Background: an optimization exercise with open tools, aiming at small area. Do not read the settings as production practice. Function was checked by simulation only, so behaviour that the tests miss may differ from the original. No activity file was given, so power comes from the tool's default toggle rates.

`flow/config.mk`:
```
export PLATFORM = sky130hd
export DESIGN_NAME = top
export DESIGN_NICKNAME = top
export VERILOG_FILES = /design/flow/design.v
export SDC_FILE = /design/flow/constraint.sdc
export NUM_CORES = 4
export LEC_CHECK = 0
export CAP_MARGIN = 20
export CORE_MARGIN = 2
export CORE_UTILIZATION = 70
export CTS_BUF_LIST = sky130_fd_sc_hd__clkbuf_8
export CTS_CLUSTER_SIZE = 30
export SLEW_MARGIN = 20
```
`flow/design.v`:
```
module top (
	input clk, reset, button, button1, button2, button3,
	output [23:0] HDMI_TX_D,
	output HDMI_TX_VS,
	output HDMI_TX_HS,
	output HDMI_TX_DE,
	output HDMI_TX_CLK,
	input HDMI_TX_INT,
	input HDMI_I2C_SDA_I,
	output HDMI_I2C_SDA_O,
	output HDMI_I2C_SCL,
	output READY
	);
	wire [9:0] x, y;
	wire tick, pclk;
	wire [8:0] q1, q2;
	wire [9:0] x_ball;
	wire [8:0] yb;
	wire p1_win, p2_win, won;
	wire [1:0] rgb;
	wire coll_y;
	wire lineEnd;
	clock_divider c1 (.clk(clk), .reset(reset), .pixelH(x[6:0]), .lineEnd(lineEnd), .tick(tick), .pclk(pclk));
	vgaHdmi vgaHdmi (
		.clock(clk), .reset(reset), .pixEn(pclk),
		.pixelH(x), .pixelV(y),
		.hsync(HDMI_TX_HS), .vsync(HDMI_TX_VS), .dataEnable(HDMI_TX_DE), .lineEnd(lineEnd)
	);
	assign HDMI_TX_CLK = pclk;
	paddle p1 (.clk(clk), .tick(tick), .reset(reset),
		.button(button), .button1(button1), .button2(button2), .button3(button3),
		.q1(q1), .q2(q2));
	ball b1 (.clk(clk), .tick(tick), .reset(reset), .won(won),
		.coll_y(coll_y), .x_ball(x_ball), .yb(yb),
		.p1_win(p1_win), .p2_win(p2_win));
	game_state gs1 (.clk(clk), .reset(reset), .p1_win(p1_win), .p2_win(p2_win), .won(won));
	render r1 (.clk(clk), .reset(reset), .x(x), .y(y), .x_ball(x_ball), .yb(yb),
		.q1(q1), .q2(q2), .won(won), .p1_win(p1_win), .rgb(rgb), .coll_y(coll_y));
	wire de = HDMI_TX_DE;
	assign HDMI_TX_D = {{8{de & rgb[1]}}, {8{de & rgb[1] & rgb[0]}}, {8{de & rgb[0]}}};
	I2C_HDMI_Config I2C_HDMI_Config (
		.iCLK(clk), .iRST_N(reset), .pclk(pclk),
		.I2C_SCLK(HDMI_I2C_SCL), .I2C_SDAO(HDMI_I2C_SDA_O), .I2C_SDAI(HDMI_I2C_SDA_I),
		.HDMI_TX_INT(HDMI_TX_INT), .READY(READY)
	);
endmodule
module vgaHdmi(
  input clock, reset,
  input pixEn,
  output reg [9:0] pixelH, pixelV,
  output hsync, vsync,
  output dataEnable,
  output lineEnd
);
function ge10(input [9:0] a, input [9:0] b);
  integer i;
  reg c;
  begin
    c = 1'b1;
    for (i = 0; i < 10; i = i + 1)
      c = (a[i] & ~b[i]) | ((a[i] | ~b[i]) & c);
    ge10 = c;
  end
endfunction
wire h0   = ~|pixelH;
wire h1   = (pixelH == 10'd1);
wire hEnd = pixelH[9] & pixelH[8] & (&pixelH[4:0]);    
wire vEnd = pixelV[9] & pixelV[3] & pixelV[2];         
assign lineEnd = pixEn & hEnd;
wire [10:0] th;
wire [10:0] tv;
assign th[0] = pixEn;
assign tv[0] = pixEn & h0;
genvar i;
generate for (i = 0; i < 10; i = i + 1) begin : g
  assign th[i+1] = th[i] & pixelH[i];
  assign tv[i+1] = tv[i] & pixelV[i];
end endgenerate
always @(posedge clock) begin
  if (!reset) begin
    pixelH <= 10'd0;
    pixelV <= 10'd0;
  end else begin
    pixelH <= (pixEn & hEnd) ? 10'd0 : pixelH ^ th[9:0];
    pixelV <= (pixEn & h0 & vEnd) ? 10'd0 : pixelV ^ tv[9:0];
  end
end
assign hsync = !(ge10(pixelH, 10'd658) && !ge10(pixelH, 10'd754));
assign vsync = h1 ? !(pixelV == 10'd492 || pixelV == 10'd493)
                  : !(pixelV == 10'd491 || pixelV == 10'd492);
assign dataEnable = !h0 && !ge10(pixelH, 10'd641) &&
                    (h1 ? (pixelV != 10'd0 && !ge10(pixelV, 10'd481)) : !ge10(pixelV, 10'd480));
endmodule
module render(
	input clk, reset,
	input [9:0] x, y,
	input [9:0] x_ball,
	input [8:0] yb, q1, q2,
	input won, p1_win,
	output reg [1:0] rgb,      
	output reg coll_y          
	);
	function ge10(input [9:0] a, input [9:0] b);
		integer i;
		reg c;
		begin
			c = 1'b1;
			for (i = 0; i < 10; i = i + 1)
				c = (a[i] & ~b[i]) | ((a[i] | ~b[i]) & c);
			ge10 = c;
		end
	endfunction
	function [9:0] sub10(input [9:0] a, input [9:0] b, input cin);
		integer i;
		reg c;
		begin
			c = cin;
			for (i = 0; i < 10; i = i + 1) begin
				sub10[i] = a[i] ^ ~b[i] ^ c;
				c = (a[i] & ~b[i]) | ((a[i] | ~b[i]) & c);
			end
		end
	endfunction
	wire xp1 = ge10(x, 10'd20)  && !ge10(x, 10'd37);
	wire xp2 = ge10(x, 10'd604) && !ge10(x, 10'd621);
	wire busy = xp1 || xp2;
	wire sel2 = busy ? x[9] : x_ball[9];
	wire [8:0] qs = sel2 ? q2 : q1;
	wire [8:0] as = busy ? y[8:0] : yb;
	wire [8:0] dp = sub10({1'b0, as}, {1'b0, qs}, 1'b1);               
	wire pon = !dp[8] && !dp[7] && !(dp[6] && (dp[5] || dp[4]));      
	wire cnow = (&dp[8:3]) || !ge10({1'b0, dp}, 10'd71);
	always @(posedge clk)
		if (!busy) coll_y <= cnow;
	wire p1on = xp1 && pon;
	wire p2on = xp2 && pon;
	wire [9:0] dbx = sub10(x, x_ball, 1'b1);                           
	wire [8:0] dby = sub10({1'b0, y[8:0]}, {1'b0, yb}, 1'b0);          
	wire bx  = (&dbx[9:3]) || (~|dbx[9:4] && (!dbx[3] || ~|dbx[2:0]));    
	wire by  = ~|dby[8:5] && (!dby[4] || ~|dby[3:0]);                  
	wire bon = (|x_ball[9:3]) && bx && by;
	always @(posedge clk)
		if (won) rgb <= {p1_win, ~p1_win};
		else rgb <= {p1on | (bon & ~p2on), p2on | (bon & ~p1on)};
endmodule
module clock_divider(
    input clk, reset,
    input [6:0] pixelH,
    input lineEnd,            
    output tick,
    output reg pclk
    );
    reg [1:0] kline;
    assign tick = pclk && (&pixelH[4:0]) && (pixelH[6:5] == kline);
    always @(posedge clk)
        if (!reset) begin
            pclk  <= 1'b0;
            kline <= 2'd1;
        end else begin
            pclk  <= ~pclk;
            if (lineEnd) kline <= {kline[1] ^ ~kline[0], ~kline[0]};
        end
endmodule
module ball(
	input clk, tick, reset, won,
	input coll_y,
	output reg [9:0] x_ball,
	output reg [8:0] yb,
	output p1_win, p2_win
	);
	function ge10(input [9:0] a, input [9:0] b);
		integer i;
		reg c;
		begin
			c = 1'b1;
			for (i = 0; i < 10; i = i + 1)
				c = (a[i] & ~b[i]) | ((a[i] | ~b[i]) & c);
			ge10 = c;
		end
	endfunction
	function [9:0] sub10(input [9:0] a, input [9:0] b);
		integer i;
		reg c;
		begin
			c = 1'b1;
			for (i = 0; i < 10; i = i + 1) begin
				sub10[i] = a[i] ^ ~b[i] ^ c;
				c = (a[i] & ~b[i]) | ((a[i] | ~b[i]) & c);
			end
		end
	endfunction
	reg xneg;             
	reg yup;              
	reg [2:0] s1, s2;
	assign p1_win = s1[2] & ~s1[1];
	assign p2_win = s2[2] & ~s2[1];
	wire ytop  = ~|yb;                                           
	wire ybot  = yb[8] & yb[7] & yb[6] & yb[3] & yb[2] & yb[1];  
	wire xr    = x_ball[9] & x_ball[6] & x_ball[5] & x_ball[4] & x_ball[3];  
	wire xl    = ~|x_ball;
	wire zone  = !ge10(x_ball, 10'd36) || ge10(x_ball, 10'd605);
	wire coll  = zone && coll_y;
	wire yup1  = yup ^ ytop ^ ybot;
	wire xneg1 = xneg ^ coll;
	wire run  = tick && !won;
	wire hit  = xr || xl;
	wire mv   = run && !hit;
	wire ld   = run && hit;
	wire [10:0] tx;
	wire [9:0]  ty;
	assign tx[0] = run;
	assign ty[0] = run;
	genvar i;
	generate for (i = 0; i < 10; i = i + 1) begin : gx
		assign tx[i+1] = tx[i] & (x_ball[i] ^ xneg1);
	end
	for (i = 0; i < 9; i = i + 1) begin : gy
		assign ty[i+1] = ty[i] & (yb[i] ^ yup1);
	end endgenerate
	always @(posedge clk)
	begin
		if (!reset || ld) begin
			x_ball <= 10'd320;
			yb <= 9'd231;
		end else begin
			x_ball <= x_ball ^ tx[9:0];
			yb <= yb ^ ty[8:0];
		end
	end
	always @(posedge clk)
	begin
		if (!reset) begin
			xneg <= 1'b0;
			yup <= 1'b1;
			s1 <= 3'b000;
			s2 <= 3'b000;
		end else if (run) begin
			yup <= yup1 ^ hit;
			xneg <= xneg1 ^ hit;
			if (xr) s1 <= {s1[1:0], ~s1[2]};
			if (xl) s2 <= {s2[1:0], ~s2[2]};
		end
	end
endmodule
module paddle(
	input clk, tick, reset,
	input button, button1, button2, button3,
	output reg [8:0] q1, q2
	);
	wire top1 = (q1 == 9'd0);
	wire bot1 = q1[8] & q1[7] & q1[4];    
	wire top2 = (q2 == 9'd0);
	wire bot2 = q2[8] & q2[7] & q2[4];
	wire dec1 = tick && !button && !top1;
	wire inc1 = tick && !(!button && !top1) && !button1 && !bot1;
	wire dec2 = tick && !button2 && !top2;
	wire inc2 = tick && !(!button2 && !top2) && !button3 && !bot2;
	wire [9:0] t1, t2;
	assign t1[0] = dec1 | inc1;
	assign t2[0] = dec2 | inc2;
	genvar i;
	generate for (i = 0; i < 9; i = i + 1) begin : g
		assign t1[i+1] = t1[i] & (q1[i] ^ dec1);
		assign t2[i+1] = t2[i] & (q2[i] ^ dec2);
	end endgenerate
	always @(posedge clk)
		if (!reset) q1 <= 9'd200;
		else        q1 <= q1 ^ t1[8:0];
	always @(posedge clk)
		if (!reset) q2 <= 9'd200;
		else        q2 <= q2 ^ t2[8:0];
endmodule
module game_state(
	input clk, reset,
	input p1_win, p2_win,
	output reg won
	);
	always @(posedge clk)
		if (!reset) won <= 1'b0;
		else        won <= p1_win | p2_win;
endmodule
module I2C_HDMI_Config (
	input  iCLK,
	input  iRST_N,
	input  pclk,             
	output I2C_SCLK,
	output I2C_SDAO,
	input  I2C_SDAI,
	input  HDMI_TX_INT,
	output READY
	);
	reg  [6:0] div;
	wire divEnd = ~div[6] & div[5] & div[3] & div[1] & div[0];    
	wire EN = div[6] & div[5] & div[4] & div[3] & ~div[0] && !pclk;   
	always @(posedge iCLK)
		if (!iRST_N || (pclk && divEnd)) div <= 7'd1;
		else if (pclk) div <= {div[5:0], div[6] ^ div[5]};
	reg [1:0] st;
	reg [4:0] idx;
	wire      done = &idx;    
	wire      mEND, mACK;
	wire      GO = (st == 2'b10);
	assign    READY = (st == 2'b01);
	always @(posedge iCLK)
	begin
		if (!iRST_N) st <= 2'b00;
		else if (EN) begin
			if (!done) begin
				case (st)
				2'b10: if (mEND) st <= mACK ? 2'b00 : 2'b11;
				2'b11: st <= 2'b00;
				default: st <= 2'b10;
				endcase
			end else st <= 2'b01;
		end
	end
	wire inc = EN && !done && (st == 2'b11);
	always @(posedge iCLK)
		if (!iRST_N || (EN && done && !HDMI_TX_INT)) idx <= 5'd0;
		else idx <= idx ^ ({&idx[3:0], &idx[2:0], &idx[1:0], idx[0], 1'b1} & {5{inc}});
	I2C_Controller u0 (
		.CLOCK(iCLK), .EN(EN), .RESET(iRST_N),
		.GO(GO), .IDX(idx), .LAST(!st[1]),
		.I2C_SDAI(I2C_SDAI), .I2C_SDAO(I2C_SDAO), .I2C_SCLK(I2C_SCLK),
		.END(mEND), .ACK(mACK)
	);
endmodule
module I2C_Controller (
	input  CLOCK,
	input  EN,
	input  RESET,
	input  GO,
	input  [4:0] IDX,
	input  LAST,
	input  I2C_SDAI,
	output I2C_SDAO,
	output I2C_SCLK,
	output END,
	output ACK
);
	wire       hi, cap;
	wire [2:0] bitn;
	reg        capLast;
	always @(posedge CLOCK)
		if (!RESET) capLast <= 1'b0;     
		else if (cap) capLast <= LAST;
	wire dbit;
	I2C_LUT lut (.e({IDX[4:1] | {4{capLast}}, IDX[0]}), .hi(hi), .b(bitn), .o(dbit));
	I2C_WRITE_WDATA wrd (
		.RESET_N(RESET), .PT_CK(CLOCK), .EN(EN), .GO(GO),
		.DBIT(dbit), .BITN(bitn), .HI(hi), .CAP(cap),
		.SDAI(I2C_SDAI), .SDAO(I2C_SDAO), .SCLO(I2C_SCLK),
		.END_OK(END), .ACK_OK(ACK)
	);
endmodule
module I2C_LUT(input [4:0] e, input hi, input [2:0] b, output o);
	reg [15:0] d;
	always @* begin
		case (e)
	5'd0: d = 16'h9803;
	5'd1: d = 16'h0100;
	5'd2: d = 16'h0218;
	5'd3: d = 16'h0300;
	5'd4: d = 16'h1470;
	5'd5: d = 16'h1520;
	5'd6: d = 16'h1630;
	5'd7: d = 16'h1846;
	5'd8: d = 16'h4080;
	5'd9: d = 16'h4110;
	5'd10: d = 16'h49a8;
	5'd11: d = 16'h5510;
	5'd12: d = 16'h5608;
	5'd13: d = 16'h96f6;
	5'd14: d = 16'h7307;
	5'd15: d = 16'h761f;
	5'd16: d = 16'h9803;
	5'd17: d = 16'h9902;
	5'd18: d = 16'h9ae0;
	5'd19: d = 16'h9c30;
	5'd20: d = 16'h9d61;
	5'd21: d = 16'ha2a4;
	5'd22: d = 16'ha3a4;
	5'd23: d = 16'ha504;
	5'd24: d = 16'hab40;
	5'd25: d = 16'haf16;
	5'd26: d = 16'hba60;
	5'd27: d = 16'hd1ff;
	5'd28: d = 16'hde10;
	5'd29: d = 16'he460;
	5'd30: d = 16'hfa7d;
		default: d = 16'hfa7d;
		endcase
	end
	wire [7:0] by = hi ? d[15:8] : d[7:0];
	assign o = by[b];
endmodule
module I2C_WRITE_WDATA (
	input            RESET_N,
	input            PT_CK,
	input            EN,
	input            GO,
	input            DBIT,
	output     [2:0] BITN,
	output           HI,
	output           CAP,
	input            SDAI,
	output           SDAO,
	output           SCLO,
	output           END_OK,
	output reg       ACK_OK
);
	localparam S30 = 4'b1000, S31 = 4'b1001, S1 = 4'b1011, S2a = 4'b1010,
	           S5  = 4'b1110, S8  = 4'b1100, S9 = 4'b1101, S0  = 4'b1111,
	           S2b = 4'b0010, S3  = 4'b0011, S4 = 4'b0111, S6  = 4'b0110,
	           S7  = 4'b0100;
	reg [3:0] ST;
	reg [3:0] m;         
	reg [1:0] BYTE;      
	wire   last = m[3];               
	assign END_OK = (ST == S0) || (ST == S30) || (ST == S31);
	assign BITN = ~m[2:0];            
	assign HI   = ~BYTE[1];
	assign CAP  = EN && (ST == S5) && last && !BYTE[1];
	wire addrBit = (m[2:0] == 3'd1) || (m[2:0] == 3'd2) ||
	               (m[2:0] == 3'd3) || (m[2:0] == 3'd6);    
	wire txBit = last ? 1'b1 : (BYTE == 2'd0) ? addrBit : DBIT;
	assign SCLO = ST[3];
	assign SDAO = (ST == S0) || (ST == S30) || (ST == S31) || (ST == S1) || (ST == S9) ||
	              (((ST == S2b) || (ST == S4) || (ST == S5) || (ST == S6)) && txBit);
	always @(posedge PT_CK) begin
		if (!RESET_N) begin
			ST     <= S0;
			ACK_OK <= 1'b0;
			BYTE   <= 2'd0;
			m      <= 4'd8;
		end else if (EN) begin
			case (ST)
			S0: begin
				ACK_OK <= 1'b0;
				BYTE <= 2'd0;
				if (GO) ST <= S30;
			end
			S1: ST <= S2a;
			S2a, S2b: begin
				ST <= S3;
				m <= last ? 4'd0 : {m[2] & m[1] & m[0], m[2] ^ (m[1] & m[0]), m[1] ^ m[0], ~m[0]};
			end
			S3: ST <= S4;
			S4: ST <= S5;
			S5: begin
				if (last) begin
					if (BYTE[1]) ST <= S6;
					else begin
						ST <= S2b;
						BYTE <= {BYTE[0], ~BYTE[0]};    
					end
					if (SDAI) ACK_OK <= 1'b1;
				end else ST <= S2b;
			end
			S6: ST <= S7;
			S7: ST <= S8;
			S8: ST <= S9;
			S9: begin
				ST <= S30;
				BYTE <= 2'd0;
			end
			S30: if (!GO) ST <= S31;
			S31: begin ACK_OK <= 1'b0; ST <= S1; end
			default: ;
			endcase
		end
	end
endmodule
```
`flow/run.sh`:
```
#!/bin/bash
# synth_recipe.tcl (not shown) runs the flow's synth.tcl, then flattens the netlist and writes it again
# the make line also repeats each setting of config.mk as NAME=value (left out here)
make -C /OpenROAD-flow-scripts/flow DESIGN_CONFIG=/design/flow/config.mk WORK_HOME=/design/flow/orfs CLKGATE_MAP_FILE= SYNTH_SCRIPT=/design/flow/synth_recipe.tcl finish
```
`flow/constraint.sdc`:
```
create_clock -name core_clock -period 10.0 [get_ports {clk}]
set_input_delay 2.0000 -clock core_clock [delete_from_list [all_inputs] [get_ports {clk}]]
set_output_delay 2.0000 -clock core_clock [all_outputs]
set_load 0.01 [all_outputs]
```
==> qor.txt <==
register share of total power - 53.0%
fillers - 754
final hold violations - 0
Starting Density - 71.4%
CORE AREA - 10200 um^2
die span in x - 106 um
# IOs - 39
Crit Path Class - flip-flop to output pin
initial antenna violation count - 0
PortBufs - 38
Initial DRC Count - 490
Final Skew - 0.0101 ns
routed vias/inst - 6.36
P_int - 0.579 mW
Antenna diodes - 0
FP Rows - 37
post-CTS sizing - 0
crit start category - flip-flop
Power, Total - 0.752 mW
nets - 935
clk root buf - clkbuf_8
grt total ovfl - 0
Util after Layout - 76.2%
critical path data required time - 8.00 ns
Final Max Slew Viols - 0
Avg Inst Size Synth - 8.23 um^2
Mapped Cells - 887
fin crit share - 60.2%
clock latency (worst-skew pair) - 0.40 ns
Cell Area, Synth - 7300 um^2
Cell variety after synth - 82
total CTS buffers - 9
hold crit path type - flip-flop to flip-flop
Post-synth EDFFs - 1
largest net degree at the start of global routing - 37
Primary FF master, synth - dfxtp_1
final setup vio count - 0
die footprint - 11300 um^2
vias in the first global route - 6190
Max VDD drop - 0.123 mV
Syn Nets - 950
Top Family by Delay on Critical Path - simple AND/OR/NAND/NOR gates
Setup Slack @ Placement - 4.41 ns
Detailed Route WL - 17500 um
synthesis-stage register bit count - 98
RSZ-0062 raised after global routing - no
dpl hpwl - 12500 um
Slew @ Worst Pin - 0.844 ns
Worst-path clk slew - 0.10 ns
post-synthesis sequential area ratio - 27.0%
GR Util met1 - 37.8%
DRC viols - 0
sw frac - 23.1%
Fmax achieved - 0.166 GHz
met2 usage - 55.2%
post-route ant nets - 0
static leakage - 3.06 nW
Slew headroom - 43.7%
Hold Slack - 0.482 ns
drt first pass iters - 5
Ys Warns - 10
clk sink count - 98
Critical Path AT - 4.02 ns
Comb pwr share - 3.6%
max-cap violation count - 0
Clock Power Share - 43.4%
Global Route Usage Sum - 32.2%
CP max stage cell - dfxtp_1
M3 GR Usage - 6.99%
DIE HEIGHT - 106 um
minimum clock period - 6.02 ns
hold_buf cts - 0
vias - 6439
net switching power - 0.174 mW
Setup TNS - 0 ns
CP endpoint kind - output pin
layout cells sized above 1 - 6.96%
H-tree depth - 3
critical path depth in cells - 11
first-pass GRT wire length - 29300 um
clock buffer depth - 2
outcome - no timing/DRC/antenna violations
slowest stage delay, CP - 0.79 ns
Area Growth Syn to Fin - 6.77%
postcts setup bufs - 0
CTS tree - yes
critical path peak fanout - 21
PwrDens - 96.5 nW/um^2
GP Congestion - 0.974
ys async rst share - 0%
busiest grt layer - met2
Worst Hold Path Cells - 1
Final WS setup - 3.98 ns
cell depth of the worst flop-to-flop path - 20
CP bufs+invs - 2
crit-path cells - inv_1, nand2_1, ha_1, nor2b_1, or3b_2, a21oi_1, or4_1, a311o_1, o311ai_0, a31o_2, clkdlybuf4s50_1
per-cell routed wire length - 17.3 um
## worst register-to-register path, delay by kind of cell (launching register included)
kind,cells,cell delay (ns)
and+or+nand+nor,4,1.25
DFF,1,0.41
buffers and inverters,3,0.19
adders and majority gates,8,2.22
AOI/OAI and AO/OA,4,1.26
muxes,1,0.25
## cell usage after synthesis (21+ instances only)
master    instances  area share (%)
a21oi_1          57             3.9
clkbuf_1         36             1.9
ha_1             33             5.7
nor2_1           88             4.5
nand2_1          56             2.9
mux2i_1          29             4.0
xor2_1           27             3.2
dfxtp_1          97              27
inv_1            46             2.4
buf_4            21             2.2
fa_1             22             6.0
and3_1           25             2.1
o21ai_0          47             3.2
xnor2_1          21             2.5
## registers in the layout, indices dropped and copies added, names as in the netlist, 2 cells and up
name	flops
I2C_HDMI_Config.st	2
vgaHdmi.pixelH	10
vgaHdmi.pixelV	10
b1.s2	3
b1.s1	3
r1.rgb	2
I2C_HDMI_Config.u0.wrd.ST	4
I2C_HDMI_Config.u0.wrd.BYTE	2
c1.kline	2
I2C_HDMI_Config.idx	5
b1.x_ball	10
p1.q2	9
p1.q1	9
b1.yb	9
I2C_HDMI_Config.div	7
I2C_HDMI_Config.u0.wrd.m	4
## cells in the final DEF (no fill, tap or decap), drive strengths merged, types with 6 or more instances in the layout
| master | instances |
|---|---|
| and3 | 25 |
| o211ai | 7 |
| nor2b | 7 |
| a31oi | 9 |
| mux2i | 29 |
| fa | 22 |
| or4 | 7 |
| ha | 33 |
| clkdlybuf4s50 | 38 |
| nor4 | 14 |
| nand2b | 16 |
| nand2 | 56 |
| and2 | 18 |
| nor3 | 21 |
| dfxtp | 97 |
| o21ai | 50 |
| xnor2 | 21 |
| nand4 | 10 |
| or2 | 6 |
| inv | 47 |
| a211oi | 11 |
| mux2 | 14 |
| o22ai | 6 |
| nand3 | 21 |
| xor2 | 27 |
| or3 | 15 |
| a21oi | 57 |
| clkbuf | 10 |
| nor2 | 89 |
## final timing paths
path	startpoint	endpoint	slack, ns
max	I2C_HDMI_Config.u0.capLast$_SDFFE_PN0P_	HDMI_I2C_SDA_O	3.98
min	b1.s2[2]$_SDFFE_PN0P_	b1.s2[0]$_SDFFE_PN0P_	0.48
max reg2reg	vgaHdmi.pixelH[9]$_SDFF_PP0_	r1.rgb[0]$_DFF_P_	4.33
min reg2reg	b1.s2[2]$_SDFFE_PN0P_	b1.s2[0]$_SDFFE_PN0P_	0.48
## power groups by stage
| stage | Combinational (mW) | Clock [mW] | Sequential (mW) |
|---|---|---|---|
| after detailed placement | 0.0269 | 0 | 0.407 |
| after CTS | 0.0272 | 0.332 | 0.398 |
| after global routing | 0.0303 | 0.346 | 0.399 |
| final | 0.0274 | 0.326 | 0.398 |
| after floorplan | 0.0172 | 0 | 0.405 |
| after global placement | 0.0260 | 0 | 0.407 |
## layer usage
metal	vias to the layer above	routed length (um)
met5	-	0
met4	0	760
met3	61	1060
met2	275	8590
met1	2991	7080
li1	3112	-
## layout make-up
| class | instances | area (um^2) | area share (%) |
|---|---|---|---|
| timing repair buffer | 42 | 410 | 5.26 |
| clock buffer | 10 | 138 | 1.77 |
| multi-input combinational | 674 | 4820 | 61.8 |
| clock inverter | 6 | 113 | 1.44 |
| tap | 136 | 170 | 2.18 |
| inverter | 47 | 176 | 2.26 |
| sequential | 98 | 1970 | 25.3 |
## kinds of logic after synthesis
| logic type | share of synthesized area (%) |
|---|---|
| flip-flops | 27.0 |
| buffers and inverters | 7.13 |
| adder cells (fa/ha/maj) | 11.7 |
| AO/OA/AOI/OAI | 18.6 |
| AND/OR/NAND/NOR | 23.6 |
| multiplexers | 6.19 |
| XOR/XNOR | 5.76 |
## per-stage QoR
stage | instance area [um^2] | std cells
5_1_grt | 7790 | 1013
2_1_floorplan | 7300 | 887
4_1_cts | 7790 | 1013
3_5_place_dp | 7540 | 997
6_report | 7790 | 1013
3_3_place_gp | 7540 | 997

-- static timing again, ports no longer ideal --
In the flow no input, the clock included, has a driving cell. The finished layout below was timed again as built, in two steps. Step 1 assumes that a clkbuf_16 drives the clock port and a buf_2 every other input. Step 2 times the ports against the registers' clock, not the clock port: input delays grow and output delays shrink by t, the midpoint of the rising clock arrivals with the driver on. Slacks: ideal / step 1 / step 2; pairs: ideal / step 1.
t (ns): 0.434
setup WS [ns]: 3.979 / 3.940 / 4.335
hold WS [ns]: 0.482 / 0.482 / 0.482
worst setup path at the end: register to register
After both steps this run still meets setup and hold. For this run, drivers alone change the setup slack by -0.039 ns; drivers and shift together by +0.356 ns.
